Context: an optimization exercise on an open-source flow, tuned for small area and a short achievable clock period. The choices shown serve that exercise and are no tape-out recipe.

## old
## top_module
module top_module(
    input [11:0] angleIn,
    input [11:0] setPoint,
    input [7:0] kp,
    input [7:0] ki,
    input [7:0] kd,
    input clk,
    input rst,
    output signed [8:0] dutyCycleOut
    );
    reg signed [12:0] e_r;       
    reg [12:0] pen_r;            
    reg [8:0] kpd_r;             
    reg [7:0] kd_r, ki_r;
    reg rst_r;                   
    reg [20:0] in_r;             
    reg [8:0] ylo_r;             
    reg inr_r;                   
    reg pos_r;                   
    wire signed [20:0] integ = ~in_r;
    wire w1;
    wire w2;
    wire w3;
    wire w4;
    wire w5;
    wire w6;
    wire w7;
    wire w8;
    wire w9;
    wire w10;
    wire w11;
    wire w12;
    wire w13;
    wire w14;
    wire w15;
    wire w16;
    wire w17;
    wire w18;
    wire w19;
    wire w20;
    wire w21;
    wire w22;
    wire w23;
    wire w24;
    wire w25;
    wire w26;
    wire w27;
    wire w28;
    wire w29;
    wire w30;
    wire w31;
    wire w32;
    wire w33;
    wire w34;
    wire w35;
    wire w36;
    wire w37;
    wire w38;
    wire w39;
    wire w40;
    wire w41;
    wire w42;
    wire w43;
    wire w44;
    wire w45;
    wire w46;
    wire w47;
    wire w48;
    wire w49;
    wire w50;
    wire w51;
    wire w52;
    wire w53;
    wire w54;
    wire w55;
    wire w56;
    wire w57;
    wire w58;
    wire w59;
    wire w60;
    wire w61;
    wire w62;
    wire w63;
    wire w64;
    wire w65;
    wire w66;
    wire w67;
    wire w68;
    wire w69;
    wire w70;
    wire w71;
    wire w72;
    wire w73;
    wire w74;
    wire w75;
    wire w76;
    wire w77;
    wire w78;
    wire w79;
    wire w80;
    wire w81;
    wire w82;
    wire w83;
    wire w84;
    wire w85;
    wire w86;
    wire w87;
    wire w88;
    wire w89;
    wire w90;
    wire w91;
    wire w92;
    wire w93;
    wire w94;
    wire w95;
    wire w96;
    wire w97;
    wire w98;
    wire w99;
    wire w100;
    wire w101;
    wire w102;
    wire w103;
    wire w104;
  ...
export LEC_CHECK = 0
export CAP_MARGIN = 20
export CORE_MARGIN = 2
export CORE_UTILIZATION = 60
export CTS_BUF_LIST = sky130_fd_sc_hd__clkbuf_8
export SLEW_MARGIN = 20
export SYNTH_HIERARCHICAL = 1
create_clock -name core_clock -period 16.0 [get_ports {clk}]
standard.sh (not shown) runs the stock make flow with config.mk's settings and CLKGATE_MAP_FILE= SYNTH_SCRIPT=/design/flow/synth_recipe.tcl, a recipe that flattens the netlist after the stock synthesis.
==> flow/flow/run.sh <==
#!/bin/bash
# The standard layout (standard.sh, unchanged synthesis), with:
#  - timing repair aimed past the clock period: SETUP_SLACK_MARGIN from
#    flow/margin.txt, repair limited to sizing moves (the SDC is unchanged);
#  - plain buffers (buf_1, resized as needed) on the ports instead of delay cells;
#  - sizing not restricted to the same cell footprint.
set -euo pipefail
MARGIN=$(cat flow/margin.txt)
bash standard.sh SETUP_SLACK_MARGIN=$MARGIN \
  BUFFER_PORTS_ARGS="-buffer_cell sky130_fd_sc_hd__buf_1" MATCH_CELL_FOOTPRINT=0 \
  SETUP_MOVE_SEQUENCE=unbuffer,sizeup,swap finish > standard_make.log 2>&1
==> flow/flow/margin.txt <==
11.4
old ran to completion and came out clean on the timing, DRC and antenna checks.
diff inputs: old => new
--- a/flow/design.v
+++ b/flow/design.v
@@ -13,16 +13,18 @@
     reg [12:0] pen_r;            
     reg [8:0] kpd_r;             
     reg [7:0] kd_r, ki_r;
     reg rst_r;                   
     reg [20:0] in_r;             
     reg [8:0] ylo_r;             
     reg inr_r;                   
     reg pos_r;                   
+    reg outr_r;                  
+    reg neg_r;                   
     wire signed [20:0] integ = ~in_r;
     wire w1;
     wire w2;
     wire w3;
     wire w4;
     wire w5;
     wire w6;
     wire w7;
@@ -1643,23 +1645,27 @@
         ki_r <= ki;
         if (rst_r) in_r <= ~21'd0;
         else if (integ > 255) in_r <= ~21'd255;
         else if (integ < -255) in_r <= ~(-21'sd255);
         else in_r <= isum_n;
         if (rst | rst_r) begin
             ylo_r <= 9'd0;
             inr_r <= 1'b1;
+            outr_r <= 1'b0;
         end else begin
             ylo_r <= y_lo;
             inr_r <= in_range;
+            outr_r <= ~in_range;
         end
         pos_r <= s_pos;
+        neg_r <= ~s_pos;
     end
-    assign dutyCycleOut = inr_r ? ylo_r : pos_r ? 9'sd255 : -9'sd255;
+    assign dutyCycleOut[3:0] = inr_r ? ylo_r[3:0] : {{3{pos_r}}, 1'b1};
+    assign dutyCycleOut[8:4] = outr_r ? {neg_r, {4{~neg_r}}} : ylo_r[8:4];
 endmodule
 module pid_fa(input a, input b, input ci, output s, output co);
     assign s = a ^ b ^ ci;
     assign co = (a & b) | (ci & (a ^ b));
 endmodule
 module pid_ha(input a, input b, output s, output co);
     assign s = a ^ b;
     assign co = a & b;
[summary]
Changes observed in new relative to old: placed cell count grew by 0.35%; count of clock-buffer cells in the layout rose by 2.
Delta (new minus old): final period utilization lost 1.5 points, gate count of the mapped netlist neither gained nor lost much, sequential cell count picked up an extra 2.
Side by side, sequential cell area fraction in the yosys report turned out higher in new than in old.
Looking at cell area across both flows, new is the weaker of the two, with old ahead.
No functional check of the RTL was part of any run of this note.

==> re-timing with driven ports <==
The flow's constraints put no driver on any port. The routed layouts listed below were extracted and timed again, unchanged, in two steps. Step 1, drivers: a clkbuf_16 drives clk and a buf_2 each remaining input, both assumed. Step 2 times the ports against the registers' clock, not the clock port: input delays grow and output delays shrink by t, the midpoint of the rising clock arrivals with the driver on. Slacks: ideal ports / drivers / drivers and shift; pairs: ideal ports / drivers.
| run | t (ns) | slack for setup (ns) | worst slew at a driven data input, ns |
|---|---|---|---|
| old | 0.430 | 11.078 / 11.078 / 10.898 | 0.05 |
| new | 0.426 | 11.312 / 11.312 / 10.903 | 0.05 |
After both steps every run listed still meets setup and hold. For new, which loses most, drivers alone change the setup slack by 0.000 ns; drivers and shift together by -0.409 ns.
